Source: an optimization exercise on an open RTL-to-GDS flow (aim: small area, a short achievable clock period and few clock cycles). Production flows keep margins and buffers that such runs may drop. Only simulation tests tie the RTL to the original design; equivalence was not proved. The clock cells of runs 2 to 7 come from the design's own scripts or RTL, not from TritonCTS. The clock input has no modelled driver; a real chip could not lean on it and would need a root buffer or a full tree. Power is estimated from default activity; no workload was simulated.

## flow/config.mk

```make
export PLATFORM = sky130hd
export DESIGN_NAME = LZ77_Encoder
export DESIGN_NICKNAME = LZ77_Encoder
export VERILOG_FILES = /design/flow/design.v
export SDC_FILE = /design/flow/constraint.sdc
export NUM_CORES = 4
export LEC_CHECK = 0
export CAP_MARGIN = 35
export CORE_MARGIN = 2
export CORE_UTILIZATION = 40
export SLEW_MARGIN = 35
export SYNTH_MEMORY_MAX_BITS = 8192
```

## flow/constraint.sdc

```tcl
create_clock -name core_clock -period 16.5 [get_ports {clk}]
set_input_delay 3.3000 -clock core_clock [delete_from_list [all_inputs] [get_ports {clk}]]
set_output_delay 3.3000 -clock core_clock [all_outputs]
set_load 0.01 [all_outputs]
```

## flow/design.v

```verilog
module LZ77_Encoder(clk,reset,chardata,valid,encode,finish,offset,match_len,char_nxt);
input               clk;
input               reset;
input       [7:0]   chardata;
output  reg         valid;
output  reg         encode;
output  reg         finish;
output  reg [4:0]   offset;
output  reg [4:0]   match_len;
output      [7:0]   char_nxt;
	reg  [7:0]  cur;             
	reg  [7:0]  hist [0:29];     
	reg  [4:0]  cnt;             
	reg  [4:0]  len;             
	reg  [29:0] alive;           
	assign char_nxt = hist[0];
	wire        en = (cnt != 5'd0);
	wire [29:0] eq;
	wire [29:0] vld;
	genvar k;
	generate
		for (k = 0; k < 30; k = k + 1) begin : CMP
			assign eq[k]  = (cur == hist[k]);
			assign vld[k] = (cnt > k + 1);
		end
	endgenerate
	wire [29:0] a       = alive & vld & eq;
	wire        emit    = (len == 5'd24) | ~|a;
	wire        restart = ~en | emit;
	reg [4:0] maxk;
	integer i;
	always @(*) begin
		maxk = 5'd0;
		for (i = 0; i < 30; i = i + 1)
			if (alive[i]) maxk = i;
	end
	integer j;
	always @(posedge clk) begin
		cur <= chardata;
		hist[0] <= cur;
		for (j = 1; j < 30; j = j + 1)
			hist[j] <= hist[j-1];
		if (reset)
			cnt <= 5'd0;
		else if (cnt != 5'd31)
			cnt <= cnt + 5'd1;
		len   <= restart ? 5'd0 : len + 5'd1;
		alive <= a | {30{restart}};
		valid <= ~reset & en & emit;
		if (emit) begin
			match_len <= len;
			offset    <= (len == 5'd0) ? 5'd0 : maxk;
		end
		finish <= ~reset & (finish | (valid & (char_nxt == 8'h24)));
		encode <= reset | ~(finish | (valid & (char_nxt == 8'h24)));
	end
endmodule
```

## flow/run.sh

```bash
#!/bin/bash
# synth_recipe.tcl (not shown) runs the flow's synth.tcl, then flattens the netlist and writes it again
# the make line also repeats each setting of config.mk as NAME=value (left out here)
make -C /OpenROAD-flow-scripts/flow DESIGN_CONFIG=/design/flow/config.mk WORK_HOME=/design/flow/orfs CLKGATE_MAP_FILE= SYNTH_SCRIPT=/design/flow/synth_recipe.tcl finish
```

==> results of run 1 <==
[worst paths after layout]
kind | startpoint | endpoint | slack [ps] | depth (start not counted)
setup / recovery | hist[0][4] | char_nxt[4] | 11680 | 1
setup reg to reg | cnt[4] | alive[6] | 12770 | 8
hold / removal | hist[16][1] | hist[17][1] | 350 | 0
hold reg to reg | hist[16][1] | hist[17][1] | 350 | 0
[power groups by stage]
stage	clock (W)	sequential [W]	combinational (W)
after global placement	0	0.000806	0.0000988
after floorplan	0	0.000798	0.0000809
after global routing	0.000753	0.000794	0.000109
after detailed placement	0	0.000806	0.0000996
after CTS	0.000723	0.000790	0.000100
final	0.000712	0.000790	0.0000995
[logic make-up (layout without fill, tap and decap cells)]
kind of cell | after synthesis | after routing
xor gates and xnor gates | 245 | 245
buffers and inverters | 61 | 104
AOI/OAI and AO/OA | 58 | 58
adders and majority gates | 8 | 8
and+or+nand+nor | 224 | 224
DFF | 301 | 301
muxes | 1 | 1
[flip-flops by register name, summed over array words and instances, names as in the netlist, 5 cells and up]
| register | flops |
|---|---|
| match_len | 5 |
| len | 5 |
| cnt | 5 |
| offset | 5 |
| alive | 30 |
| hist | 240 |
| cur | 8 |
[cell type report]
cell class,count,share of cell area
sequential,301,0.515
multi-input combinational,536,0.327
clock buffer,37,0.0695
tap,335,0.0352
timing repair buffer,38,0.0303
clock inverter,16,0.0187
inverter,13,0.00410
[cells in the final DEF (no fill, tap or decap), types with 2 or more instances in the layout]
cell type / netlist / routed
o31ai_1: 2 / 2
bufinv_16: 0 / 5
clkinv_4: 0 / 3
clkbuf_1: 9 / 2
nand4_1: 32 / 32
or3_1: 25 / 25
a211o_1: 2 / 2
o211ai_1: 2 / 2
clkdlybuf4s50_1: 0 / 30
clkbuf_8: 0 / 5
dfxtp_2: 0 / 8
nand4b_1: 2 / 2
a31oi_1: 4 / 4
nand3_1: 38 / 38
a21oi_1: 16 / 16
o21bai_1: 4 / 4
nor3_1: 22 / 22
inv_1: 12 / 12
and3_1: 5 / 5
or2_1: 2 / 2
nor4_1: 24 / 24
nand3b_1: 2 / 2
nor2b_1: 3 / 3
dfxtp_1: 291 / 283
nor4b_1: 5 / 5
nand2_1: 22 / 22
clkinv_2: 0 / 6
a211oi_1: 2 / 2
a2111o_1: 2 / 2
edfxtp_1: 10 / 10
nor2_1: 30 / 30
xnor2_1: 183 / 183
ha_1: 8 / 8
xor2_1: 62 / 62
and2_1: 4 / 3
buf_4: 6 / 8
clkbuf_16: 0 / 30
o21ai_0: 11 / 11
[per-stage QoR]
stage,instance area [µm²],setup slack (ps),hold slack (ps),total power [W],util
detailed placement,10900,12160,353,0.000905,0.420
finish,11900,11680,354,0.00160,0.461
global placement,10900,12160,352,0.000904,0.420
CTS,11900,11670,357,0.00161,0.461
global route,11900,11610,356,0.00166,0.461
floorplan,10400,12790,326,0.000879,-
[per-layer routing]
metal / vias to the layer above / share of wire / track usage
met5: - / 0 / 0
met4: 0 / 0.017 / 0.0333
met3: 28 / 0.037 / 0.0265
met2: 98 / 0.47 / 0.285
met1: 3026 / 0.48 / 0.235
li1: 3075 / - / -
==> flow_summary_export.csv, run 1 <==
group,metric,value,unit
run_status,run_status,"complete, no violations",
clock_tree,postCtsHoldBufs,0,
global_routing,grt_first_pass_wirelength,36000,µm
worst_setup_path,critical-path-top-delay-family,"buffers and inverters",
drt,number_of_routed_nets_with_antenna_violations,0,
global_routing,grt_pass1_vias,6269,
synthesis,yosys.cell_count.top_type,"dfxtp_1",
pwr,peakVddDrop,0.0873,mV
synthesis,synth_edf_count,10,
worst_setup_path,setup.worst_path.class,"reg -> out",
synthesis,post_synth_main_area_contributors,"dfxtp_1 (56%), xnor2_1 (15%), xor2_1 (5.2%)",
synthesis,netlist_instances,898,
drt,initialDrtViolationCount,359,
global_routing,track_usage,0.171,
worst_setup_path,cp_slowest_cell,"clkdlybuf4s50_1",
sta,layout_min_cycle_time,4820,ps
synthesis,synth_cell_types,57,
synthesis,netlist_top_cells_count,"dfxtp_1 (291), xnor2_1 (183), xor2_1 (62)",
sta,timing.final.crit_share,0.292,
pwr,p_sw,0.000356,W
clock_tree,cts_resized,0,
clock_tree,clock_latency,550,ps
synthesis,synth_warnings,2,
synthesis,synth_async_sr_flop_share,0,
worst_setup_path,crit_required,13200,ps
clock_tree,post_cts_repair_timing_setup_buffer_count,0,
sta,finalClockSkew,21.7,ps
clock_tree,cts_made_buffers,29,
pwr,power.static_leakage,4.39,nW
sta,final-max-slew-violation-count,0,
sta,finalHoldViolations,0,
synthesis,synth_area_leader_cell,"dfxtp_1",
pwr,pwr-share-clk,0.445,
synthesis,netlist_area,0.0104,mm²
synthesis,synth_seq_area_share,0.588,
synthesis,synth_compound_area_frac,0.0383,
clock_tree,cts_htree_levels,1,
worst_setup_path,worst_setup_path_end_kind,"primary output",
floorplan,die_area,0.0274,mm²
cells_and_area,nets,937,
floorplan,chipHeight,165,µm
cells_and_area,antenna_cells_inserted,0,
clock_tree,clock_sinks,301,
floorplan,i_o_pin_count,31,
synthesis,synth.ff_latch_count,301,
cells_and_area,seq_area,0.00614,mm²
sta,timing_worst_slew_pin_value,973,ps
sta,rsz0062_at_grt,"no",
pwr,power_switching_share,0.222,
cells_and_area,finish.cell_count_without_fillers,1276,
drt,routed_wirelength,22800,µm
synthesis,dominant_combinational_cell_family_by_area_after_synthesis,"XOR/XNOR gates",
cells_and_area,multi_input_logic_area,0.00389,mm²
cells_and_area,area_growth,14.2,%
synthesis,synthesis.area_per_instance,11.6,µm²
cells_and_area,drive_gt1_frac,0.0786,
sta,worst_slew_margin_rel,0.350,
clock_tree,tritoncts,"yes",
global_routing,number_of_antenna_violations_at_the_first_check_in_global_routing,0,
pwr,power.density,134,mW/mm²
sta,max_clock_freq,207,MHz
synthesis,yosys_most_used_dff,"dfxtp_1",
drt,routed-via-count,6227,
floorplan,design.core.area,0.0258,mm²
pwr,internal_power,0.00124,W
placed_design,routabilityCongestion,0.861,
worst_setup_path,cp_cell_sequence,"clkdlybuf4s50_1",
sta,finalSetupViolations,0,
placed_design,numPortBuffers,30,
floorplan,row_count,59,
synthesis,synth-xor-area-share,0.206,
hold_path,holdCritPathClass,"reg -> reg",
drt,post-route-drc-count,0,
synthesis,synthMuxAreaShare,0.000960,
clock_tree,worst_setup_hold_path_clk_slew,60,ps
worst_setup_path,crit_buf_inv,1,
pwr,seq_power_share,0.493,
synthesis,synth_fa_ha_area_frac,0.00960,
floorplan,die_width,165,µm
worst_setup_path,worst_path_fanout_max,4,
drt,wl_per_instance,17.8,µm
placed_design,post-dp-hpwl,15300,µm
global_routing,globalRoute.totalOverflow,0,
worst_setup_path,critical-path-max-stage-delay,560,ps
pwr,comb_power_share,0.062,
worst_setup_path,startpoint_kind_of_the_worst_setup_timing_path,"register",
cells_and_area,fillerInstances,2400,
floorplan,initial_core_util,0.404,
drt,drt-pass1-iter-count,4,
flow_run,cap_violations,0,
synthesis,post-synth-top-area-fraction,0.559,
worst_setup_path,arrival,1520,ps
synthesis,synthSimpleGateAreaFrac,0.118,
sta,total_neg_setup_slack,0,ps
global_routing,grt_start_max_net_pins,39,
placed_design,place.detailed.instances,1223,
clock_tree,clockRootBuffer,"clkbuf_16",
drt,avgViaCountPerCell,4.88,
clock_tree,clk_path_buf_depth,3,
Testbench counts, summed over its fixed seeds: cycles 12,360.
==> run 2, diff against run 1 <==
--- a/flow/design.v
+++ b/flow/design.v
@@ -47,10 +47,8 @@
 		len   <= restart ? 5'd0 : len + 5'd1;
 		alive <= a | {30{restart}};
 		valid <= ~reset & en & emit;
-		if (emit) begin
-			match_len <= len;
-			offset    <= (len == 5'd0) ? 5'd0 : maxk;
-		end
+		match_len <= len;
+		offset    <= (len == 5'd0) ? 5'd0 : maxk;
 		finish <= ~reset & (finish | (valid & (char_nxt == 8'h24)));
 		encode <= reset | ~(finish | (valid & (char_nxt == 8'h24)));
 	end
==> flow/flow/run.sh (new file) <==
#!/bin/bash
# Standard ORFS layout with three changes: port buffers are buf_4, timing
# repair aims for a short period (the SDC is unchanged), and the clock tree is
# a balanced two-level tree built in a PRE_CTS hook (mytree.tcl).
set -uo pipefail
W=$PWD
F=$W/flow
export MY_CTS_LEAVES=${MY_CTS_LEAVES:-12}
export MY_CTS_ROOTS=${MY_CTS_ROOTS:-4}
export MY_CTS_LEAF_CELL=${MY_CTS_LEAF_CELL:-sky130_fd_sc_hd__clkbuf_16}
export MY_CTS_ROOT_CELL=${MY_CTS_ROOT_CELL:-sky130_fd_sc_hd__clkbuf_16}
bash standard.sh \
  SETUP_SLACK_MARGIN=${MY_SETUP_MARGIN:-12.4} \
  "BUFFER_PORTS_ARGS=-buffer_cell sky130_fd_sc_hd__buf_4" \
  PRE_CTS_TCL=$F/cts_hook.tcl \
  finish > $W/make_finish.log 2>&1
rc=$?
cp -f $W/orfs/logs/*/LZ77_Encoder/base/*.log $W/ 2>/dev/null
exit $rc
==> flow/flow/cts_hook.tcl (new file) <==
# PRE_CTS hook: build the clock tree here (mytree.tcl) and make the CTS
# step's clock_tree_synthesis call a no-op, so the rest of the step (placement
# legalisation and timing repair) runs on this tree.
source [file join [file dirname [info script]] mytree.tcl]
build_clock_tree $::env(MY_CTS_LEAVES) $::env(MY_CTS_ROOTS) $::env(MY_CTS_LEAF_CELL) $::env(MY_CTS_ROOT_CELL)
set_propagated_clock [all_clocks]
rename clock_tree_synthesis tritoncts_unused
proc clock_tree_synthesis { args } {
  puts "clock tree built by flow/mytree.tcl; TritonCTS not run"
}
==> flow/flow/mytree.tcl (new file) <==

# Cluster points {x y} into k groups of at most ceil(n/k)+slack points.
# Returns {assignment centres}.
proc kmeans_cap { pts k slack } {
  set n [llength $pts]
  set order [lsort -real -indices [lmap p $pts {lindex $p 0}]]
  set cen {}
  for {set j 0} {$j < $k} {incr j} {
    lappend cen [lindex $pts [lindex $order [expr {int(($j + 0.5) * $n / $k)}]]]
  }
  set cap [expr {int(ceil(1.0 * $n / $k)) + $slack}]
  for {set iter 0} {$iter < 30} {incr iter} {
    set cand {}
    for {set i 0} {$i < $n} {incr i} {
      lassign [lindex $pts $i] x y
      for {set j 0} {$j < $k} {incr j} {
        lassign [lindex $cen $j] cx cy
        lappend cand [list [expr {abs($x - $cx) + abs($y - $cy)}] $i $j]
      }
    }
    set asg [lrepeat $n -1]
    set cnt [lrepeat $k 0]
    foreach c [lsort -real -index 0 $cand] {
      lassign $c d i j
      if {[lindex $asg $i] >= 0 || [lindex $cnt $j] >= $cap} continue
      lset asg $i $j
      lset cnt $j [expr {[lindex $cnt $j] + 1}]
    }
    set sx [lrepeat $k 0.0]
    set sy [lrepeat $k 0.0]
    for {set i 0} {$i < $n} {incr i} {
      set j [lindex $asg $i]
      lassign [lindex $pts $i] x y
      lset sx $j [expr {[lindex $sx $j] + $x}]
      lset sy $j [expr {[lindex $sy $j] + $y}]
    }
    for {set j 0} {$j < $k} {incr j} {
      if {[lindex $cnt $j] > 0} {
        lset cen $j [list [expr {[lindex $sx $j] / [lindex $cnt $j]}] [expr {[lindex $sy $j] / [lindex $cnt $j]}]]
      }
    }
  }
  return [list $asg $cen $cnt]
}

proc place_inst { inst xy } {
  lassign $xy x y
  set m [$inst getMaster]
  $inst setLocation [expr {int($x - [$m getWidth] / 2)}] [expr {int($y - [$m getHeight] / 2)}]
  $inst setPlacementStatus PLACED
}

proc build_clock_tree { nleaf nroot leafcell rootcell } {
  set db [ord::get_db]
  set block [ord::get_db_block]
  set clk [$block findNet clk]
  set sinks {}
  set pts {}
  foreach it [$clk getITerms] {
    set bb [[$it getInst] getBBox]
    lappend sinks $it
    lappend pts [list [expr {([$bb xMin] + [$bb xMax]) / 2.0}] [expr {([$bb yMin] + [$bb yMax]) / 2.0}]]
  }
  lassign [kmeans_cap $pts $nleaf 2] lasg lcen lcnt
  lassign [kmeans_cap $lcen $nroot 0] rasg rcen rcnt
  puts "clock tree: [llength $sinks] sinks; leaf clusters $lcnt; root groups $rcnt"
  set rootm [$db findMaster $rootcell]
  set leafm [$db findMaster $leafcell]
  set rnets {}
  for {set r 0} {$r < $nroot} {incr r} {
    set b [odb::dbInst_create $block $rootm clkbuf_root_$r]
    set net [odb::dbNet_create $block clknet_root_$r]
    $net setSigType CLOCK
    [$b findITerm A] connect $clk
    [$b findITerm X] connect $net
    place_inst $b [lindex $rcen $r]
    lappend rnets $net
  }
  set lnets {}
  for {set j 0} {$j < $nleaf} {incr j} {
    set b [odb::dbInst_create $block $leafm clkbuf_leaf_$j]
    set net [odb::dbNet_create $block clknet_leaf_$j]
    $net setSigType CLOCK
    [$b findITerm A] connect [lindex $rnets [lindex $rasg $j]]
    [$b findITerm X] connect $net
    place_inst $b [lindex $lcen $j]
    lappend lnets $net
  }
  for {set i 0} {$i < [llength $sinks]} {incr i} {
    set it [lindex $sinks $i]
    $it disconnect
    $it connect [lindex $lnets [lindex $lasg $i]]
  }
}
==> flow/standard.sh (new file) <==
#!/bin/bash
# synth_recipe.tcl (not shown) runs the flow's synth.tcl, then flattens the netlist and writes it again
# the make line also repeats each setting of config.mk as NAME=value (left out here)
make -C /OpenROAD-flow-scripts/flow DESIGN_CONFIG=/design/flow/config.mk WORK_HOME=/design/flow/orfs CLKGATE_MAP_FILE= SYNTH_SCRIPT=/design/flow/synth_recipe.tcl "${@:-finish}"
removed: flow/run.sh
==> flow_summary_export.csv, run 2 <==
group,metric,value,unit
run_status,run_status,"complete, no violations",
pwr,power.density,112,mW/mm²
sta,timing_worst_slew_pin_value,844,ps
worst_setup_path,setup.worst_path.class,"reg -> out",
synthesis,synth_edf_count,0,
drt,number_of_routed_nets_with_antenna_violations,0,
cells_and_area,nets,939,
cells_and_area,fillerInstances,2363,
placed_design,post-dp-hpwl,16200,µm
synthesis,synth.ff_latch_count,301,
cells_and_area,drive_gt1_frac,0.103,
sta,total_neg_setup_slack,0,ps
synthesis,yosys_most_used_dff,"dfxtp_1",
pwr,p_sw,0.000285,W
sta,layout_min_cycle_time,4120,ps
cells_and_area,area_growth,9.23,%
global_routing,grt_start_max_net_pins,33,
cells_and_area,antenna_cells_inserted,0,
worst_setup_path,crit_required,13200,ps
cells_and_area,layout.cells.most_common,"dfxtp_1",
drt,wl_per_instance,18.3,µm
pwr,comb_power_share,0.075,
hold_path,holdCritPathClass,"reg -> reg",
sta,rsz0062_at_grt,"yes",
cells_and_area,final_design_area_no_fill,0.0113,mm²
worst_setup_path,critical-path-top-delay-family,"flip-flops",
sta,finalClockSkew,29.5,ps
cells_and_area,top_library_cells_by_usage_in_the_layout_fill_and_taps_aside,"dfxtp_1 (280), xnor2_1 (183), xor2_1 (56), nand3_1 (34), buf_4 (34)",
sta,final-max-slew-violation-count,0,
pwr,internal_power,0.000983,W
pwr,seq_power_share,0.622,
global_routing,number_of_antenna_violations_at_the_first_check_in_global_routing,0,
placed_design,area_of_placed_instances,0.0108,mm²
floorplan,row_count,58,
worst_setup_path,crit_buf_inv,1,
drt,avgViaCountPerCell,4.95,
flow_run,cap_violations,0,
sta,finalSetupViolations,0,
synthesis,netlist_top_cells_count,"dfxtp_1 (301), xnor2_1 (183), xor2_1 (56)",
pwr,pwr-share-clk,0.302,
synthesis,synth_warnings,2,
pwr,power.static_leakage,4.15,nW
synthesis,synth_async_sr_flop_share,0,
sta,worst_slew_margin_rel,0.437,
synthesis,synth_seq_area_share,0.583,
synthesis,netlist_area,0.0103,mm²
synthesis,dominant_combinational_cell_family_by_area_after_synthesis,"XOR/XNOR gates",
pwr,peakVddDrop,0.0853,mV
synthesis,yosys.cell_count.top_type,"dfxtp_1",
worst_setup_path,cp_slowest_cell,"dfxtp_4",
floorplan,die_width,165,µm
cells_and_area,regMostFlops,"hist",
sta,max_clock_freq,243,MHz
synthesis,synth-xor-area-share,0.203,
floorplan,die_area,0.0271,mm²
cells_and_area,number_of_flip_flops_in_the_largest_register,240,
sta,timing.final.crit_share,0.250,
placed_design,numPortBuffers,30,
synthesis,synth_fa_ha_area_frac,0.00969,
synthesis,synth_area_leader_cell,"dfxtp_1",
sta,hold-worst-slack,342,ps
drt,routed-via-count,6178,
worst_setup_path,startpoint_kind_of_the_worst_setup_timing_path,"register",
synthesis,post_synth_main_area_contributors,"dfxtp_1 (58%), xnor2_1 (16%), xor2_1 (4.7%)",
worst_setup_path,worst_setup_path_end_kind,"primary output",
synthesis,netlist_instances,897,
drt,routed_wirelength,22900,µm
worst_setup_path,arrival,820,ps
drt,drt-pass1-iter-count,4,
clock_tree,worst_setup_hold_path_clk_slew,100,ps
clock_tree,clock_latency,330,ps
global_routing,grt_pass1_vias,6321,
floorplan,chipHeight,165,µm
placed_design,place.detailed.instances,1226,
placed_design,routabilityCongestion,0.829,
synthesis,synthSimpleGateAreaFrac,0.124,
synthesis,post-synth-top-area-fraction,0.583,
worst_setup_path,critical-path-max-stage-delay,370,ps
floorplan,i_o_pin_count,31,
worst_setup_path,cp_cell_sequence,"buf_6",
synthesis,synthMuxAreaShare,0.000969,
clock_tree,postCtsHoldBufs,0,
cells_and_area,finish.cell_count_without_fillers,1249,
cells_and_area,reg.largest.list,"hist (240), alive (30), cur (8)",
sta,finalHoldViolations,0,
global_routing,globalRoute.totalOverflow,0,
synthesis,synthesis.area_per_instance,11.5,µm²
drt,initialDrtViolationCount,427,
global_routing,track_usage,0.173,
worst_setup_path,worst_path_fanout_max,4,
synthesis,synth_cell_types,57,
floorplan,initial_core_util,0.409,
drt,post-route-drc-count,0,
global_routing,grt_first_pass_wirelength,36400,µm
pwr,power_switching_share,0.225,
synthesis,synth_compound_area_frac,0.0453,
floorplan,design.core.area,0.0253,mm²
==> run 2: power by group through the flow <==
stage | clock (W) | combinational, W | sequential (W)
2_1_floorplan | 0 | 0.0000786 | 0.000795
3_3_place_gp | 0 | 0.0000931 | 0.000807
3_5_place_dp | 0 | 0.0000940 | 0.000807
4_1_cts | 0.000396 | 0.0000969 | 0.000790
5_1_grt | 0.000422 | 0.000106 | 0.000795
6_report | 0.000383 | 0.0000957 | 0.000789
==> run 2: layer usage <==
| metal | GRT usage | vias to the layer above | share of wire | wire [µm] |
|---|---|---|---|---|
| met4 | 0.0368 | 0 | 0.025 | 561 |
| met1 | 0.244 | 2969 | 0.46 | 10600 |
| met2 | 0.292 | 122 | 0.47 | 10700 |
| li1 | - | 3049 | - | - |
| met5 | 0 | - | 0 | 0 |
| met3 | 0.0141 | 38 | 0.047 | 1070 |
==> run 2: path summary, 6_finish.rpt <==
check,from,end,slack (ps),depth (start not counted)
hold / removal,cur[5],hist[0][5],340,0
setup / recovery,hist[0][3],char_nxt[3],12380,1
setup reg to reg,cur[6],len[1],13210,8
hold reg to reg,cur[5],hist[0][5],340,0
==> run 2: repair_timing <==
item / CTS / global route
setup buffers: 6 / 1
setup endpoints to repair: 10 / 11
gates resized for setup: 18 / 6
cloned: 0 / 0
==> run 2: layout make-up <==
| class | instances | area (µm²) | share of cell area |
|---|---|---|---|
| buffer | 16 | 400 | 0.0355 |
| tap | 330 | 413 | 0.0366 |
| timing repair buffer | 47 | 402 | 0.0356 |
| multi-input combinational | 540 | 3950 | 0.350 |
| inverter | 15 | 56.3 | 0.00499 |
| sequential | 301 | 6060 | 0.537 |
==> run 2: kinds of logic after synthesis <==
logic type,count (synthesis)
AOI/OAI and AO/OA,66
muxes,1
buffers and inverters,56
DFF,301
adders and majority gates,8
xor gates and xnor gates,239
and+or+nand+nor,226
==> run 2: metrics by stage <==
stage / setup slack, ps / util / power, W
after floorplan: 12790 / - / 0.000873
after global placement: 12610 / 0.425 / 0.000900
after detailed placement: 12620 / 0.426 / 0.000901
after CTS: 12370 / 0.446 / 0.00128
after global routing: 12350 / 0.447 / 0.00132
final: 12380 / 0.447 / 0.00127
Testbench counts of run 2, summed over its fixed seeds: cycles 12,360.
==> run 3, diff against run 2 <==
==> flow/flow/run.sh (replaced) <==
#!/bin/bash
# Standard ORFS layout (the standard.sh) with these changes:
# - the clock tree is a balanced two-level buffer tree built in a PRE_CTS hook
#   (cts_hook.tcl, mytree.tcl) in place of TritonCTS;
# - timing repair aims for a short period through SETUP_SLACK_MARGIN (the SDC,
#   and so the clock period and I/O delays, are unchanged);
# - port buffers start as buf_1 (repair upsizes those on critical paths);
# - ABC's buffers are removed at floorplan (REMOVE_ABC_BUFFERS).
# Each step's log is copied next to make_finish.log when the flow ends.
set -uo pipefail
W=$PWD
F=$W/flow
export MY_CTS_LEAVES=${MY_CTS_LEAVES:-12}
export MY_CTS_ROOTS=${MY_CTS_ROOTS:-4}
export MY_CTS_LEAF_CELL=${MY_CTS_LEAF_CELL:-sky130_fd_sc_hd__buf_12}
export MY_CTS_ROOT_CELL=${MY_CTS_ROOT_CELL:-sky130_fd_sc_hd__buf_8}
bash standard.sh \
  SETUP_SLACK_MARGIN=${MY_SETUP_MARGIN:-12.4} \
  "BUFFER_PORTS_ARGS=-buffer_cell ${MY_PORT_BUF:-sky130_fd_sc_hd__buf_1}" \
  PRE_CTS_TCL=$F/cts_hook.tcl REMOVE_ABC_BUFFERS=1 ${MY_EXTRA:-} \
  finish > $W/make_finish.log 2>&1
rc=$?
cp -f $W/orfs/logs/*/LZ77_Encoder/base/*.log $W/ 2>/dev/null
exit $rc
==> flow_summary_export.csv, run 3 <==
group,metric,value,unit
worst_setup_path,reg2reg_from,"cnt[2]",
worst_setup_path,cp_slowest_cell,"dfxtp_4",
cells_and_area,nets,936,
cells_and_area,antenna_cells_inserted,0,
synthesis,synth.ff_latch_count,301,
synthesis,synth_async_sr_flop_share,0,
worst_setup_path,startpoint_kind_of_the_worst_setup_timing_path,"register",
sta,finalHoldViolations,0,
drt,routed-via-count,6106,
sta,timing.final.crit_share,0.247,
sta,total_neg_setup_slack,0,ps
floorplan,design.core.area,0.0253,mm²
clock_tree,clock_latency,290,ps
pwr,power.density,112,mW/mm²
run_status,run_status,"complete, no violations",
synthesis,synth_compound_area_frac,0.0453,
synthesis,netlist_area,0.0103,mm²
floorplan,die_width,165,µm
sta,worst_slew_margin_rel,0.391,
drt,post-route-drc-count,0,
clock_tree,worst_setup_hold_path_clk_slew,100,ps
floorplan,die_area,0.0271,mm²
pwr,peakVddDrop,0.0806,mV
placed_design,routabilityCongestion,0.853,
placed_design,numPortBuffers,30,
synthesis,yosys_most_used_dff,"dfxtp_1",
synthesis,synth_warnings,2,
worst_setup_path,critical-path-max-stage-delay,380,ps
hold_path,holdCritStartpoint,"hist[10][4]",
synthesis,synthSimpleGateAreaFrac,0.124,
placed_design,place.detailed.instances,1226,
drt,drt-pass1-iter-count,5,
worst_setup_path,r2r_setup_slack,13140,ps
synthesis,synthMuxAreaShare,0.000969,
sta,layout_min_cycle_time,4080,ps
synthesis,netlist_instances,897,
sta,max_clock_freq,245,MHz
global_routing,globalRoute.totalOverflow,0,
worst_setup_path,crit_required,13200,ps
hold_path,holdCritPathClass,"reg -> reg",
cells_and_area,reg.largest.list,"hist (240), alive (30), cur (8)",
worst_setup_path,critical-path-top-delay-family,"flip-flops",
global_routing,grt_first_pass_wirelength,35000,µm
worst_setup_path,setup.worst_path.class,"reg -> out",
cells_and_area,area_growth,6.65,%
cells_and_area,finish.cell_count_without_fillers,1246,
worst_setup_path,arrival,780,ps
global_routing,track_usage,0.164,
sta,rsz0062_at_grt,"yes",
synthesis,synth_area_leader_cell,"dfxtp_1",
floorplan,row_count,58,
cells_and_area,regMostFlops,"hist",
synthesis,synthesis.area_per_instance,11.5,µm²
synthesis,synth_cell_types,57,
cells_and_area,drive_gt1_frac,0.0786,
cells_and_area,number_of_flip_flops_in_the_largest_register,240,
sta,finalSetupViolations,0,
hold_path,min_path_cells,0,
worst_setup_path,crit_buf_inv,1,
placed_design,post-dp-hpwl,15000,µm
floorplan,initial_core_util,0.409,
sta,finalClockSkew,35.5,ps
pwr,power.static_leakage,3.99,nW
drt,initialDrtViolationCount,479,
worst_setup_path,worst_setup_path_end_kind,"primary output",
synthesis,post-synth-top-area-fraction,0.583,
synthesis,dominant_combinational_cell_family_by_area_after_synthesis,"XOR/XNOR gates",
cells_and_area,top_library_cells_by_usage_in_the_layout_fill_and_taps_aside,"dfxtp_1 (282), xnor2_1 (183), xor2_1 (56), nand3_1 (34), nand4_1 (31)",
worst_setup_path,capturing_point_of_the_worst_reg2reg_path,"alive[13]",
global_routing,grt_pass1_vias,6063,
worst_setup_path,cp_cell_sequence,"clkbuf_2",
synthesis,synth_edf_count,0,
synthesis,synth_fa_ha_area_frac,0.00969,
cells_and_area,layout.cells.most_common,"dfxtp_1",
drt,wl_per_instance,17.7,µm
hold_path,timing.hold.worst_endpoint,"hist[11][4]",
sta,timing_worst_slew_pin_value,891,ps
worst_setup_path,worst_path_fanout_max,4,
floorplan,chipHeight,165,µm
synthesis,yosys.cell_count.top_type,"dfxtp_1",
global_routing,grt_start_max_net_pins,33,
floorplan,i_o_pin_count,31,
drt,number_of_routed_nets_with_antenna_violations,0,
global_routing,number_of_antenna_violations_at_the_first_check_in_global_routing,0,
synthesis,post_synth_main_area_contributors,"dfxtp_1 (58%), xnor2_1 (16%), xor2_1 (4.7%)",
worst_setup_path,rr_worst_depth,7,
synthesis,netlist_top_cells_count,"dfxtp_1 (301), xnor2_1 (183), xor2_1 (56)",
cells_and_area,fillerInstances,2406,
synthesis,synth_seq_area_share,0.583,
synthesis,synth-xor-area-share,0.203,
flow_run,cap_violations,0,
drt,routed_wirelength,22000,µm
clock_tree,postCtsHoldBufs,0,
drt,avgViaCountPerCell,4.90,
sta,final-max-slew-violation-count,0,
sta,hold-worst-slack,327,ps
run 3: cell type report:
cell class	instances	area [µm²]	share of cell area
Timing Repair Buffer	44	240	0.0218
Buffer	16	300	0.0273
Sequential cell	301	6050	0.550
Tap cell	330	413	0.0375
Multi-Input combinational cell	540	3950	0.359
Inverter	15	56.3	0.00511
run 3: report_power, final:
group	total, W	switching, W	internal (W)
clock	0.000356	0.000213	0.000143
sequential	0.000785	0.0000245	0.000761
combinational	0.0000957	0.0000507	0.0000451
run 3: cell families after synthesis:
| group | after synthesis |
|---|---|
| buffers and inverters | 56 |
| AND/OR/NAND/NOR | 226 |
| multiplexers | 1 |
| AO/OA/AOI/OAI | 66 |
| flip-flops | 301 |
| XOR/XNOR | 239 |
| adder cells (fa/ha/maj) | 8 |
run 3: worst max-delay path by stage:
stage | start | end | slack, ps | depth (start not counted)
final | hist[0][6] | char_nxt[6] | 12420 | 1
after floorplan | reset | encode | 12790 | 1
after global placement | reset | encode | 12590 | 2
after detailed placement | reset | encode | 12580 | 2
after CTS | hist[0][6] | char_nxt[6] | 12370 | 1
after global routing | hist[0][6] | char_nxt[6] | 12380 | 1
run 3: per-layer routing:
layer / wire [µm] / global-route usage
met3: 703 / 0.0110
met4: 541 / 0.0352
met5: 0 / 0
met1: 10600 / 0.234
met2: 10200 / 0.275
run 3: through the flow:
step	utilization	area, µm²	total power (W)	worst slack [ps]
after floorplan	-	10000	0.000867	12790
after global placement	0.421	10600	0.000896	12590
after detailed placement	0.422	10700	0.000897	12580
after CTS	0.434	11000	0.00125	12370
after global routing	0.436	11000	0.00128	12380
final	0.436	11000	0.00124	12420
run 3: repair_timing:
| action | CTS | global route |
|---|---|---|
| endpoints found under the setup margin | 9 | 9 |
| gates resized for setup | 16 | 7 |
| setup buffers | 0 | 4 |
==> run 4, diff against run 3 <==
--- a/flow/flow/run.sh
+++ b/flow/flow/run.sh
@@ -5,7 +5,8 @@
 # - timing repair aims for a short period through SETUP_SLACK_MARGIN (the SDC,
 #   and so the clock period and I/O delays, are unchanged);
 # - port buffers start as buf_1 (repair upsizes those on critical paths);
-# - ABC's buffers are removed at floorplan (REMOVE_ABC_BUFFERS).
+# - ABC's buffers are removed at floorplan (REMOVE_ABC_BUFFERS), and the
+#   combinational logic is then resynthesised for area (floorplan_hook.tcl).
 # Each step's log is copied next to make_finish.log when the flow ends.
 set -uo pipefail
 W=$PWD
@@ -17,7 +18,7 @@
 bash standard.sh \
   SETUP_SLACK_MARGIN=${MY_SETUP_MARGIN:-12.4} \
   "BUFFER_PORTS_ARGS=-buffer_cell ${MY_PORT_BUF:-sky130_fd_sc_hd__buf_1}" \
-  PRE_CTS_TCL=$F/cts_hook.tcl REMOVE_ABC_BUFFERS=1 ${MY_EXTRA:-} \
+  PRE_CTS_TCL=$F/cts_hook.tcl REMOVE_ABC_BUFFERS=1 POST_FLOORPLAN_TCL=$F/floorplan_hook.tcl ${MY_EXTRA:-} \
   finish > $W/make_finish.log 2>&1
 rc=$?
 cp -f $W/orfs/logs/*/LZ77_Encoder/base/*.log $W/ 2>/dev/null
==> flow/flow/floorplan_hook.tcl (new file) <==
# POST_FLOORPLAN hook: resynthesise the combinational logic for area with
# OpenROAD's restructure (ABC); registers are not touched. Timing repair
# later in the flow upsizes what the short-period target needs.
set rmp_dir [file join $::env(OBJECTS_DIR) rmp]
file mkdir $rmp_dir
log_cmd restructure -liberty_file [lindex $::env(LIB_FILES) 0] -target area \
  -tielo_port sky130_fd_sc_hd__conb_1/LO -tiehi_port sky130_fd_sc_hd__conb_1/HI \
  -work_dir $rmp_dir -abc_logfile [file join $rmp_dir abc.log]
report_design_area
==> flow_summary_export.csv, run 4 <==
group,metric,value,unit
run_status,run_status,"complete, no violations",
cells_and_area,nets,916,
floorplan,initial_core_util,0.409,
pwr,peakVddDrop,0.0990,mV
sta,hold-worst-slack,339,ps
drt,number_of_routed_nets_with_antenna_violations,0,
synthesis,synth_seq_area_share,0.583,
drt,drt-pass1-iter-count,8,
cells_and_area,regMostFlops,"hist",
sta,worst_slew_margin_rel,0.327,
sta,total_neg_setup_slack,0,ps
worst_setup_path,crit_buf_inv,1,
worst_setup_path,setup.worst_path.class,"reg -> out",
placed_design,routabilityCongestion,0.872,
pwr,comb_power_share,0.063,
pwr,design_power_total,0.00122,W
synthesis,synth_async_sr_flop_share,0,
drt,post-route-drc-count,0,
worst_setup_path,worst_setup_path_end_kind,"primary output",
synthesis,synth.ff_latch_count,301,
sta,max_clock_freq,245,MHz
worst_setup_path,worst_path_fanout_max,2,
placed_design,numPortBuffers,30,
floorplan,row_count,58,
cells_and_area,area_growth,1.55,%
synthesis,post-synth-top-area-fraction,0.583,
worst_setup_path,cp_cell_sequence,"buf_6",
global_routing,globalRoute.totalOverflow,0,
cells_and_area,top_library_cells_by_usage_in_the_layout_fill_and_taps_aside,"dfxtp_1 (291), o22ai_1 (60), nor2_1 (55), a221oi_1 (43), clkinv_1 (39)",
global_routing,grt_max_usage_layer,"met2",
sta,finalSetupViolations,0,
synthesis,netlist_top_cells_count,"dfxtp_1 (301), xnor2_1 (183), xor2_1 (56)",
sta,timing.final.crit_share,0.247,
drt,initialDrtViolationCount,707,
sta,finalClockSkew,33.4,ps
synthesis,synthesis.area_per_instance,11.5,µm²
pwr,power.static_leakage,3.65,nW
global_routing,grtUsageMet1,0.280,
clock_tree,clock_latency,290,ps
flow_run,cap_violations,0,
synthesis,synth_area_leader_cell,"dfxtp_1",
pwr,power.density,116,mW/mm²
cells_and_area,fillerInstances,2432,
placed_design,place.detailed.instances,1212,
global_routing,grt.met3_usage,0.0229,
floorplan,chipHeight,165,µm
global_routing,track_usage,0.195,
pwr,power_switching_share,0.235,
worst_setup_path,critical-path-max-stage-delay,370,ps
pwr,seq_power_share,0.649,
cells_and_area,multi_input_logic_area,0.00329,mm²
sta,final-max-slew-violation-count,0,
global_routing,grt_pass1_vias,6833,
global_routing,number_of_antenna_violations_at_the_first_check_in_global_routing,0,
synthesis,netlist_instances,897,
sta,finalHoldViolations,0,
floorplan,design.core.area,0.0253,mm²
placed_design,post-dp-hpwl,18200,µm
floorplan,die_width,165,µm
synthesis,synth_warnings,2,
pwr,internal_power,0.000934,W
synthesis,post_synth_main_area_contributors,"dfxtp_1 (58%), xnor2_1 (16%), xor2_1 (4.7%)",
worst_setup_path,startpoint_kind_of_the_worst_setup_timing_path,"register",
cells_and_area,drive_gt1_frac,0.0664,
worst_setup_path,critical-path-top-delay-family,"flip-flops",
drt,routed_wirelength,26800,µm
cells_and_area,finish.cell_count_without_fillers,1235,
hold_path,holdCritPathClass,"reg -> reg",
pwr,p_sw,0.000287,W
worst_setup_path,arrival,780,ps
cells_and_area,reg.largest.list,"hist (240), alive (30), cur (8)",
worst_setup_path,crit_required,13200,ps
sta,rsz0062_at_grt,"no",
cells_and_area,seq_area,0.00605,mm²
cells_and_area,layout.cells.most_common,"dfxtp_1",
cells_and_area,number_of_flip_flops_in_the_largest_register,240,
sta,timing_worst_slew_pin_value,1000,ps
synthesis,yosys_most_used_dff,"dfxtp_1",
drt,avgViaCountPerCell,5.92,
floorplan,die_area,0.0271,mm²
synthesis,netlist_area,0.0103,mm²
floorplan,i_o_pin_count,31,
global_routing,grt_first_pass_wirelength,41100,µm
sta,layout_min_cycle_time,4080,ps
synthesis,synth_cell_types,57,
synthesis,synth_edf_count,0,
global_routing,grt_start_max_net_pins,55,
synthesis,yosys.cell_count.top_type,"dfxtp_1",
drt,routed-via-count,7310,
clock_tree,worst_setup_hold_path_clk_slew,90,ps
global_routing,grt_util_met2,0.315,
pwr,pwr-share-clk,0.288,
worst_setup_path,cp_slowest_cell,"dfxtp_4",
drt,wl_per_instance,21.7,µm
-- run 4: cell counts after synthesis --
Identical to the previous run, type by type.
-- run 4: final cells by class --
type / count / share of cell area
Sequential cell: 301 / 0.577
Multi-Input combinational cell: 499 / 0.313
Tap cell: 330 / 0.0394
Buffer: 16 / 0.0286
Timing Repair Buffer: 46 / 0.0255
Inverter: 42 / 0.0157
Antenna cell: 1 / 0.000239
-- run 4: metrics by stage --
stage	instance area (µm²)	setup slack, ps	utilization
floorplan	10000	12790	-
global placement	10100	11720	0.398
detailed placement	10100	11920	0.398
CTS	10400	12400	0.413
global route	10500	12400	0.415
finish	10500	12420	0.415
-- run 4: final timing paths --
check	startpoint	end	slack, ps	cells after the start
setup reg to reg	cur[2]	alive[24]	12700	10
setup / recovery	valid	valid	12420	1
hold / removal	hist[1][1]	hist[2][1]	340	0
hold reg to reg	hist[1][1]	hist[2][1]	340	0
-- run 4: cell families after synthesis --
| family | after synthesis | share of synthesized area |
|---|---|---|
| fa+ha+maj | 8 | 0.00969 |
| compound gates | 66 | 0.0453 |
| buf+inv | 56 | 0.0342 |
| mux | 1 | 0.000969 |
| simple gates | 226 | 0.124 |
| flops | 301 | 0.583 |
| xor+xnor | 239 | 0.203 |
-- run 4: power groups by stage --
stage	Clock, W	Combinational (W)	Sequential (W)
floorplan	0	0.0000609	0.000806
global placement	0	0.0000716	0.000809
detailed placement	0	0.0000723	0.000808
CTS	0.000360	0.0000742	0.000792
global route	0.000384	0.0000836	0.000796
finish	0.000351	0.0000770	0.000792
-- run 4: timing repair --
action | in CTS | in global routing
pin swaps | 0 | 0
cloned | 0 | 0
resized for setup | 25 | 11
hold buffers | 0 | 0
buffers inserted | 3 | 2
endpoints found under the setup margin | 45 | 40
-- run 4: routing by layer --
metal / part of all wire / vias up
li1: - / 3439
met1: 0.44 / 3526
met2: 0.46 / 304
met3: 0.072 / 41
met4: 0.026 / 0
met5: 0 / -
==> run 5, diff against run 4 <==
==> flow/flow/floorplan_hook.tcl (replaced) <==
# POST_FLOORPLAN hook: resynthesise the combinational logic for area with
# OpenROAD's restructure (ABC), twice; registers are not touched. Timing
# repair later in the flow upsizes what the short-period target needs.
set rmp_dir [file join $::env(OBJECTS_DIR) rmp]
file mkdir $rmp_dir
for {set pass 0} {$pass < 2} {incr pass} {
  log_cmd restructure -liberty_file [lindex $::env(LIB_FILES) 0] -target area \
    -tielo_port sky130_fd_sc_hd__conb_1/LO -tiehi_port sky130_fd_sc_hd__conb_1/HI \
    -work_dir $rmp_dir -abc_logfile [file join $rmp_dir abc_$pass.log]
  report_design_area
}
==> flow_summary_export.csv, run 5 <==
group,metric,value,unit
sta,final_critical_path_setup_slack,12420,ps
worst_setup_path,worst_setup_path_end_kind,"primary output",
drt,number_of_routed_nets_with_antenna_violations,0,
worst_setup_path,worst_path_fanout_max,2,
floorplan,design.core.area,0.0253,mm²
cells_and_area,antenna_cells_inserted,0,
global_routing,grt_start_max_net_pins,59,
floorplan,initial_core_util,0.409,
placed_design,place.detailed.instances,1198,
worst_setup_path,crit_buf_inv,1,
sta,layout_min_cycle_time,4080,ps
pwr,seq_power_share,0.648,
floorplan,i_o_pin_count,31,
sta,rsz0062_at_grt,"no",
pwr,comb_power_share,0.063,
worst_setup_path,r2r_setup_slack,12650,ps
worst_setup_path,startpoint_kind_of_the_worst_setup_timing_path,"register",
floorplan,row_count,58,
drt,wl_per_instance,22.3,µm
worst_setup_path,capturing_point_of_the_worst_reg2reg_path,"valid",
synthesis,netlist_area,0.0103,mm²
sta,hold-worst-slack,354,ps
drt,drt-pass1-iter-count,6,
drt,routed_wirelength,27400,µm
synthesis,synthesis.area_per_instance,11.5,µm²
drt,routed-via-count,7380,
cells_and_area,number_of_flip_flops_in_the_largest_register,240,
synthesis,synth_async_sr_flop_share,0,
flow_run,cap_violations,0,
synthesis,synth_area_leader_cell,"dfxtp_1",
sta,finalHoldViolations,0,
pwr,power_switching_share,0.237,
cells_and_area,nets,907,
clock_tree,postCtsHoldBufs,0,
worst_setup_path,critical-path-max-stage-delay,360,ps
synthesis,synth.ff_latch_count,301,
hold_path,holdCritPathClass,"reg -> reg",
worst_setup_path,cp_slowest_cell,"dfxtp_4",
sta,timing.final.crit_share,0.247,
cells_and_area,finish.cell_count_without_fillers,1225,
synthesis,netlist_top_cells_count,"dfxtp_1 (301), xnor2_1 (183), xor2_1 (56)",
synthesis,yosys.cell_count.top_type,"dfxtp_1",
sta,finalSetupViolations,0,
sta,max_clock_freq,245,MHz
cells_and_area,regMostFlops,"hist",
synthesis,netlist_instances,897,
sta,final-max-slew-violation-count,0,
drt,initialDrtViolationCount,924,
worst_setup_path,endpoint,"char_nxt[1]",
placed_design,post-dp-hpwl,18400,µm
sta,worst_slew_margin_rel,0.459,
synthesis,post_synth_main_area_contributors,"dfxtp_1 (58%), xnor2_1 (16%), xor2_1 (4.7%)",
global_routing,grt_pass1_vias,6937,
synthesis,synth_seq_area_share,0.583,
placed_design,routabilityCongestion,0.892,
sta,timing_worst_slew_pin_value,791,ps
pwr,power.static_leakage,3.66,nW
worst_setup_path,setup.worst_path.class,"reg -> out",
worst_setup_path,rr_worst_depth,11,
pwr,p_sw,0.000290,W
worst_setup_path,critical-path-top-delay-family,"flip-flops",
synthesis,synth_cell_types,57,
pwr,peakVddDrop,0.0853,mV
cells_and_area,layout.cells.most_common,"dfxtp_1",
synthesis,post-synth-top-area-fraction,0.583,
worst_setup_path,arrival,780,ps
synthesis,synth_warnings,2,
worst_setup_path,crit_start,"hist[0][1]",
worst_setup_path,cp_cell_sequence,"buf_2",
floorplan,die_area,0.0271,mm²
cells_and_area,top_library_cells_by_usage_in_the_layout_fill_and_taps_aside,"dfxtp_1 (291), o22ai_1 (68), nor2_1 (57), a221oi_1 (50), clkinv_1 (43)",
global_routing,track_usage,0.198,
cells_and_area,reg.largest.list,"hist (240), alive (30), cur (8)",
worst_setup_path,crit_required,13200,ps
global_routing,globalRoute.totalOverflow,0,
synthesis,yosys_most_used_dff,"dfxtp_1",
floorplan,chipHeight,165,µm
pwr,internal_power,0.000933,W
global_routing,number_of_antenna_violations_at_the_first_check_in_global_routing,0,
cells_and_area,area_growth,1.28,%
placed_design,numPortBuffers,30,
sta,total_neg_setup_slack,0,ps
cells_and_area,fillerInstances,2413,
floorplan,die_width,165,µm
worst_setup_path,reg2reg_from,"cur[5]",
placed_design,detailedPlace.worstSlack,12320,ps
worst_setup_path,critical_path_depth,1,
clock_tree,worst_setup_hold_path_clk_slew,100,ps
synthesis,synth_edf_count,0,
pwr,power.density,117,mW/mm²
cells_and_area,drive_gt1_frac,0.0760,
global_routing,grt_first_pass_wirelength,41900,µm
clock_tree,clock_latency,290,ps
pwr,pwr-share-clk,0.289,
sta,finalClockSkew,24.4,ps
drt,avgViaCountPerCell,6.02,
drt,post-route-drc-count,0,
run_status,run_status,"complete, no violations",
-- run 5: cell counts after synthesis --
Identical to the previous run, type by type.
-- run 5: how the worst min path moves through the flow --
| stage | end | from | slack (ps) | cells past startpoint |
|---|---|---|---|---|
| after CTS | hist[26][4] | hist[25][4] | 350 | 0 |
| final | hist[26][4] | hist[25][4] | 350 | 0 |
| after floorplan | hist[23][6] | hist[22][6] | 340 | 0 |
| after global placement | hist[22][1] | hist[21][1] | 350 | 0 |
| after detailed placement | hist[18][0] | hist[17][0] | 350 | 0 |
| after global routing | hist[26][3] | hist[25][3] | 370 | 0 |
-- run 5: cells by family after synthesis --
kind of cell / Yosys count / share of synthesized area
compound gates: 66 / 0.0453
xor+xnor: 239 / 0.203
flops: 301 / 0.583
mux: 1 / 0.000969
fa+ha+maj: 8 / 0.00969
simple gates: 226 / 0.124
buf+inv: 56 / 0.0342
-- run 5: cell type report --
| type | instances | area (µm²) | area share |
|---|---|---|---|
| Buffer | 16 | 300 | 0.0287 |
| Inverter | 45 | 171 | 0.0164 |
| Multi-Input combinational cell | 480 | 3200 | 0.306 |
| Sequential cell | 301 | 6060 | 0.579 |
| Tap cell | 330 | 413 | 0.0395 |
| Timing Repair Buffer | 53 | 319 | 0.0305 |
-- run 5: power groups by stage --
stage	registers [W]	logic, W	clock network, W
3_3_place_gp	0.000810	0.0000699	0
3_5_place_dp	0.000809	0.0000708	0
5_1_grt	0.000796	0.0000827	0.000384
4_1_cts	0.000792	0.0000733	0.000359
2_1_floorplan	0.000806	0.0000609	0
6_report	0.000792	0.0000767	0.000354
-- run 5: layer usage --
layer | vias up | wire length, µm | global-route usage
li1 | 3420 | - | -
met1 | 3574 | 12500 | 0.289
met2 | 338 | 12200 | 0.310
met3 | 48 | 1900 | 0.0216
met4 | 0 | 845 | 0.0553
met5 | - | 0 | 0
-- run 5: repair_timing --
item | CTS | global route
endpoints found under the setup margin | 29 | 10
resized for setup | 27 | 10
endpoints found under the hold margin | 0 | 0
setup buffers | 5 | 5
-- run 5: stage by stage --
step | util | instance area [µm²] | power, W
6_report | 0.414 | 10500 | 0.00122
5_1_grt | 0.414 | 10500 | 0.00126
4_1_cts | 0.411 | 10400 | 0.00122
3_5_place_dp | 0.396 | 10000 | 0.000880
3_3_place_gp | 0.396 | 10000 | 0.000880
2_1_floorplan | - | 10000 | 0.000867
==> run 6, diff against run 5 <==
--- a/flow/design.v
+++ b/flow/design.v
@@ -13,6 +13,7 @@
 	reg  [4:0]  cnt;             
 	reg  [4:0]  len;             
 	reg  [29:0] alive;           
+	reg         last;            
 	assign char_nxt = hist[0];
 	wire        en = (cnt != 5'd0);
 	wire [29:0] eq;
@@ -49,7 +50,8 @@
 		valid <= ~reset & en & emit;
 		match_len <= len;
 		offset    <= (len == 5'd0) ? 5'd0 : maxk;
-		finish <= ~reset & (finish | (valid & (char_nxt == 8'h24)));
-		encode <= reset | ~(finish | (valid & (char_nxt == 8'h24)));
+		last   <= ~reset & en & (cur == 8'h24);
+		finish <= ~reset & (finish | last);
+		encode <= reset | ~(finish | last);
 	end
 endmodule
==> flow_summary_export.csv, run 6 <==
group,metric,value,unit
sta,finalHoldViolations,0,
worst_setup_path,critical-path-max-stage-delay,370,ps
cells_and_area,top_library_cells_by_usage_in_the_layout_fill_and_taps_aside,"dfxtp_1 (292), o22ai_1 (73), nor2_1 (54), a221oi_1 (46), clkinv_1 (43)",
hold_path,holdCritStartpoint,"hist[14][1]",
drt,post-route-drc-count,0,
floorplan,die_area,0.0271,mm²
synthesis,post-synth-top-area-fraction,0.585,
pwr,power.density,118,mW/mm²
cells_and_area,number_of_flip_flops_in_the_largest_register,240,
drt,initialDrtViolationCount,672,
global_routing,track_usage,0.190,
worst_setup_path,critical-path-top-delay-family,"flip-flops",
worst_setup_path,cp_cell_sequence,"buf_2",
placed_design,post-dp-hpwl,17500,µm
cells_and_area,area_growth,0.751,%
sta,rsz0062_at_grt,"no",
cells_and_area,nets,909,
worst_setup_path,setup.worst_path.class,"reg -> out",
global_routing,grt_pass1_vias,6971,
worst_setup_path,critical_path_depth,1,
placed_design,numPortBuffers,30,
drt,routed-via-count,7249,
sta,timing_worst_slew_pin_value,978,ps
worst_setup_path,crit_buf_inv,1,
cells_and_area,drive_gt1_frac,0.0635,
worst_setup_path,worst_path_fanout_max,2,
worst_setup_path,crit_start,"hist[0][6]",
floorplan,i_o_pin_count,31,
worst_setup_path,cp_slowest_cell,"dfxtp_4",
sta,total_neg_setup_slack,0,ps
synthesis,yosys_most_used_dff,"dfxtp_1",
worst_setup_path,rr_worst_depth,11,
synthesis,netlist_top_cells_count,"dfxtp_1 (302), xnor2_1 (212), nand4_1 (37)",
cells_and_area,fillerInstances,2463,
drt,avgViaCountPerCell,5.91,
worst_setup_path,startpoint_kind_of_the_worst_setup_timing_path,"register",
global_routing,grt_first_pass_wirelength,40500,µm
drt,drt-pass1-iter-count,8,
synthesis,post_synth_main_area_contributors,"dfxtp_1 (59%), xnor2_1 (18%), xor2_1 (2.7%)",
worst_setup_path,worst_setup_path_end_kind,"primary output",
synthesis,synth_async_sr_flop_share,0,
drt,number_of_routed_nets_with_antenna_violations,0,
sta,hold-worst-slack,358,ps
sta,timing.final.crit_share,0.247,
cells_and_area,post_route_utilization,0.412,
synthesis,synth_edf_count,0,
drt,wl_per_instance,21.3,µm
pwr,power.static_leakage,3.62,nW
floorplan,die_width,165,µm
cells_and_area,reg.largest.list,"hist (240), alive (30), cur (8)",
flow_run,cap_violations,0,
sta,finalSetupViolations,0,
synthesis,synth_warnings,2,
sta,worst_slew_margin_rel,0.342,
floorplan,chipHeight,165,µm
placed_design,area_of_placed_instances,0.0100,mm²
placed_design,routabilityCongestion,0.868,
sta,max_clock_freq,245,MHz
floorplan,initial_core_util,0.409,
run_status,run_status,"complete, no violations",
sta,finalClockSkew,29.9,ps
synthesis,yosys.cell_count.top_type,"dfxtp_1",
floorplan,design.core.area,0.0253,mm²
synthesis,synth_area_leader_cell,"dfxtp_1",
cells_and_area,regMostFlops,"hist",
pwr,peakVddDrop,0.0823,mV
worst_setup_path,arrival,780,ps
hold_path,min_path_cells,0,
synthesis,netlist_area,0.0103,mm²
drt,routed_wirelength,26100,µm
clock_tree,clock_latency,290,ps
sta,final_critical_path_setup_slack,12420,ps
placed_design,detailedPlace.worstSlack,11570,ps
cells_and_area,antenna_cells_inserted,0,
global_routing,grt_start_max_net_pins,59,
hold_path,holdCritPathClass,"reg -> reg",
worst_setup_path,reg2reg_from,"cur[5]",
sta,layout_min_cycle_time,4080,ps
global_routing,globalRoute.totalOverflow,0,
floorplan,row_count,58,
worst_setup_path,crit_required,13200,ps
sta,final-max-slew-violation-count,0,
synthesis,netlist_instances,896,
synthesis,synth_cell_types,49,
synthesis,synth_seq_area_share,0.585,
cells_and_area,final_design_area_no_fill,0.0104,mm²
cells_and_area,layout.cells.most_common,"dfxtp_1",
global_routing,number_of_antenna_violations_at_the_first_check_in_global_routing,0,
synthesis,synthesis.area_per_instance,11.5,µm²
clock_tree,worst_setup_hold_path_clk_slew,100,ps
synthesis,synth.ff_latch_count,302,
==> run 6: repair_timing <==
action	in CTS	in global routing
setup endpoints to repair	40	39
setup buffers	5	1
hold buffers	0	0
resized for setup	23	9
==> run 6: cells by family after synthesis <==
logic type	count (synthesis)	synth area share
AOI/OAI and AO/OA	52	0.0339
and+or+nand+nor	226	0.124
xor gates and xnor gates	244	0.207
DFF	302	0.585
muxes	1	0.000969
buffers and inverters	63	0.0391
adders and majority gates	8	0.00969
==> run 6: path summary, 6_finish.rpt <==
path                      end  slack [ps]
hold / removal    hist[15][1]         360
setup reg to reg        valid       12620
hold reg to reg   hist[15][1]         360
setup / recovery  char_nxt[6]       12420
==> run 6: per-layer routing <==
layer  part of all wire  up-vias  GRT usage  wire (µm)
met5                  0        -          0          0
met4              0.022        0     0.0360        564
met3              0.060       43     0.0148       1560
met2               0.45      282      0.312      11800
met1               0.47     3505      0.276      12200
li1                   -     3419          -          -
==> run 6: layout make-up <==
type | instances | area, µm² | share of cell area
timing repair buffer | 44 | 239 | 0.0230
sequential | 302 | 6070 | 0.583
inverter | 47 | 184 | 0.0177
multi-input combinational | 488 | 3200 | 0.308
tap | 330 | 413 | 0.0397
buffer | 16 | 300 | 0.0288
==> run 6: report_power, final <==
| group | total (W) | internal (W) | switching [W] | leakage (nW) |
|---|---|---|---|---|
| clock | 0.000355 | 0.000143 | 0.000213 | 0.142 |
| combinational | 0.0000742 | 0.0000301 | 0.0000441 | 0.947 |
| sequential | 0.000795 | 0.000763 | 0.0000315 | 2.53 |
==> run 6: stage by stage <==
stage,cells,power (W)
detailed placement,1205,0.000882
floorplan,849,0.000869
CTS,1226,0.00123
global placement,1205,0.000882
finish,1227,0.00122
global route,1227,0.00126
Testbench counts of run 6, summed over its fixed seeds: cycles 12,360.
==> run 7, diff against run 6 <==
--- a/flow/flow/run.sh
+++ b/flow/flow/run.sh
@@ -14,7 +14,7 @@
 export MY_CTS_LEAVES=${MY_CTS_LEAVES:-12}
 export MY_CTS_ROOTS=${MY_CTS_ROOTS:-4}
 export MY_CTS_LEAF_CELL=${MY_CTS_LEAF_CELL:-sky130_fd_sc_hd__buf_12}
-export MY_CTS_ROOT_CELL=${MY_CTS_ROOT_CELL:-sky130_fd_sc_hd__buf_8}
+export MY_CTS_ROOT_CELL=${MY_CTS_ROOT_CELL:-sky130_fd_sc_hd__buf_12}
 bash standard.sh \
   SETUP_SLACK_MARGIN=${MY_SETUP_MARGIN:-12.4} \
   "BUFFER_PORTS_ARGS=-buffer_cell ${MY_PORT_BUF:-sky130_fd_sc_hd__buf_1}" \
==> flow_summary_export.csv, run 7 <==
group,metric,value,unit
floorplan,i_o_pin_count,31,
drt,avgViaCountPerCell,5.93,
sta,timing_worst_slew_pin_value,876,ps
clock_tree,worst_setup_hold_path_clk_slew,100,ps
synthesis,netlist_instances,896,
global_routing,number_of_antenna_violations_at_the_first_check_in_global_routing,0,
drt,post-route-drc-count,0,
synthesis,yosys_most_used_dff,"dfxtp_1",
synthesis,netlist_top_cells_count,"dfxtp_1 (302), xnor2_1 (212), nand4_1 (37)",
synthesis,synth.ff_latch_count,302,
worst_setup_path,arrival,770,ps
cells_and_area,number_of_flip_flops_in_the_largest_register,240,
cells_and_area,top_library_cells_by_usage_in_the_layout_fill_and_taps_aside,"dfxtp_1 (292), o22ai_1 (73), nor2_1 (54), a221oi_1 (46), clkinv_1 (43)",
worst_setup_path,reg2reg_from,"cur[2]",
global_routing,track_usage,0.189,
hold_path,timing.hold.worst_endpoint,"hist[15][1]",
drt,drt-pass1-iter-count,7,
synthesis,synth_async_sr_flop_share,0,
worst_setup_path,worst_setup_path_end_kind,"primary output",
sta,finalClockSkew,25.3,ps
synthesis,post_synth_main_area_contributors,"dfxtp_1 (59%), xnor2_1 (18%), xor2_1 (2.7%)",
floorplan,chipHeight,165,µm
floorplan,initial_core_util,0.409,
hold_path,holdCritPathClass,"reg -> reg",
sta,total_neg_setup_slack,0,ps
worst_setup_path,cp_slowest_cell,"dfxtp_2",
synthesis,synthesis.area_per_instance,11.5,µm²
cells_and_area,drive_gt1_frac,0.0592,
cells_and_area,reg.largest.list,"hist (240), alive (30), cur (8)",
sta,max_clock_freq,246,MHz
cells_and_area,nets,907,
worst_setup_path,rr_worst_depth,12,
synthesis,synth_edf_count,0,
synthesis,post-synth-top-area-fraction,0.585,
synthesis,synth_warnings,2,
sta,finalSetupViolations,0,
hold_path,min_path_cells,0,
floorplan,die_area,0.0271,mm²
drt,routed-via-count,7264,
drt,number_of_routed_nets_with_antenna_violations,0,
global_routing,grt_first_pass_wirelength,40500,µm
floorplan,design.core.area,0.0253,mm²
placed_design,routabilityCongestion,0.868,
worst_setup_path,critical-path-max-stage-delay,370,ps
pwr,peakVddDrop,0.0820,mV
cells_and_area,fillerInstances,2467,
cells_and_area,area_growth,0.859,%
cells_and_area,layout.cells.most_common,"dfxtp_1",
drt,wl_per_instance,21.3,µm
global_routing,globalRoute.totalOverflow,0,
worst_setup_path,crit_buf_inv,1,
clock_tree,postCtsHoldBufs,0,
worst_setup_path,critical-path-top-delay-family,"flip-flops",
synthesis,synth_seq_area_share,0.585,
synthesis,synth_cell_types,49,
drt,routed_wirelength,26100,µm
sta,final-max-slew-violation-count,0,
hold_path,holdCritStartpoint,"hist[14][1]",
global_routing,grt_start_max_net_pins,59,
placed_design,numPortBuffers,30,
cells_and_area,finish.cell_count_without_fillers,1225,
pwr,power.static_leakage,3.62,nW
clock_tree,clock_latency,270,ps
run_status,run_status,"complete, no violations",
worst_setup_path,setup.worst_path.class,"reg -> out",
worst_setup_path,startpoint_kind_of_the_worst_setup_timing_path,"register",
worst_setup_path,r2r_setup_slack,12690,ps
sta,layout_min_cycle_time,4070,ps
cells_and_area,antenna_cells_inserted,0,
sta,worst_slew_margin_rel,0.411,
worst_setup_path,capturing_point_of_the_worst_reg2reg_path,"alive[27]",
synthesis,netlist_area,0.0103,mm²
drt,initialDrtViolationCount,597,
sta,finalHoldViolations,0,
placed_design,place.detailed.instances,1205,
cells_and_area,regMostFlops,"hist",
global_routing,grt_pass1_vias,6950,
placed_design,post-dp-hpwl,17500,µm
sta,timing.final.crit_share,0.246,
worst_setup_path,cp_cell_sequence,"buf_2",
sta,rsz0062_at_grt,"no",
synthesis,yosys.cell_count.top_type,"dfxtp_1",
worst_setup_path,crit_required,13200,ps
worst_setup_path,worst_path_fanout_max,3,
pwr,power.density,119,mW/mm²
floorplan,row_count,58,
flow_run,cap_violations,0,
synthesis,synth_area_leader_cell,"dfxtp_1",
floorplan,die_width,165,µm
==> run 7: cell counts after synthesis <==
No cell type changed its count.
==> run 7: cell type report <==
class | instances | area [µm²] | share of cell area
plain buffers | 16 | 320 | 0.0307
flip-flops and latches | 302 | 6070 | 0.583
multi-input cells | 488 | 3200 | 0.307
repair buffers | 42 | 228 | 0.0219
well taps | 330 | 413 | 0.0396
inverters | 47 | 184 | 0.0176
==> run 7: kinds of logic (layout without fill, tap and decap cells) <==
| group | Yosys count | in the layout | share of synthesized area |
|---|---|---|---|
| xor gates and xnor gates | 244 | 5 | 0.207 |
| muxes | 1 | 0 | 0.000969 |
| and+or+nand+nor | 226 | 187 | 0.124 |
| AOI/OAI and AO/OA | 52 | 296 | 0.0339 |
| adders and majority gates | 8 | 0 | 0.00969 |
| buffers and inverters | 63 | 105 | 0.0391 |
| DFF | 302 | 302 | 0.585 |
==> run 7: layer usage <==
layer / global-route usage / routed length [µm] / vias to the layer above
li1: - / - / 3410
met1: 0.276 / 12100 / 3524
met2: 0.311 / 11800 / 292
met3: 0.0156 / 1670 / 38
met4: 0.0340 / 484 / 0
met5: 0 / 0 / -
==> run 7: how the worst max path moves through the flow <==
stage / end / cells after the start / slack [ps] / startpoint
after floorplan: encode / 1 / 12790 / reset
after global placement: valid / 11 / 11630 / cur[5]
after detailed placement: valid / 11 / 11570 / cur[5]
after CTS: char_nxt[4] / 1 / 12400 / hist[0][4]
after global routing: char_nxt[0] / 1 / 12400 / hist[0][0]
final: char_nxt[2] / 1 / 12430 / hist[0][2]
==> run 7: timing repair <==
item,4_1_cts,5_1_grt
cloned,0,0
resized for setup,21,11
setup endpoints to repair,40,42
buffers inserted,0,4
==> run 7: where the power goes <==
part            total, W  switching (W)  internal [W]  leakage [nW]
Sequential      0.000795      0.0000319      0.000763          2.53
Clock           0.000367       0.000212      0.000155         0.150
Combinational  0.0000737      0.0000437     0.0000299         0.933
Total            0.00124       0.000288      0.000948          3.62
==> run 7: metrics by stage <==
| stage | power (W) | setup WS, ps | util | cell area (µm²) | hold slack (ps) |
|---|---|---|---|---|---|
| floorplan | 0.000869 | 12790 | - | 9990 | 349 |
| global placement | 0.000882 | 11630 | 0.396 | 10000 | 347 |
| detailed placement | 0.000882 | 11570 | 0.396 | 10000 | 347 |
| CTS | 0.00124 | 12400 | 0.410 | 10400 | 362 |
| global route | 0.00128 | 12400 | 0.413 | 10400 | 371 |
| finish | 0.00124 | 12430 | 0.413 | 10400 | 363 |

## separate check: timing with driven ports
In the flow no input, the clock included, has a driving cell. The finished layouts below were timed again as built, in two steps.
Step 1 sets driving cells, clkbuf_16 on the clock port and buf_2 on the other inputs (assumed; they add their load-dependent delay and slew).
Step 2, shift: input delay + t, output delay - t, t = (earliest + latest rising clock arrival at the registers) / 2. This alone moves slack from input paths to output paths.
Slacks: no drivers / after step 1 / after step 2; pairs: no drivers / after step 1.
run | t (ns) | setup WS [ns] | latest minus earliest clock arrival (ns) | worst slew at a driven data input, ns | cell pins on the clock port's net
run 1 | 0.586 | 11.680 / 11.633 / 12.156 | 0.022 / 0.022 | 0.03 | 1
run 2 | 0.399 | 12.383 / 12.296 / 12.632 | 0.030 / 0.030 | 0.04 | 4
run 3 | 0.365 | 12.422 / 12.328 / 12.583 | 0.036 / 0.036 | 0.03 | 4
run 4 | 0.361 | 12.424 / 12.334 / 12.233 | 0.033 / 0.034 | 0.07 | 4
run 5 | 0.373 | 12.425 / 12.326 / 12.470 | 0.030 / 0.030 | 0.03 | 4
run 6 | 0.358 | 12.422 / 12.336 / 12.208 | 0.030 / 0.029 | 0.04 | 4
run 7 | 0.350 | 12.434 / 12.342 / 12.221 | 0.026 / 0.025 | 0.04 | 4
After both steps setup and hold are still met in every run listed. For run 6, which loses most, drivers alone change the setup slack by -0.086 ns; drivers and shift together by -0.214 ns.
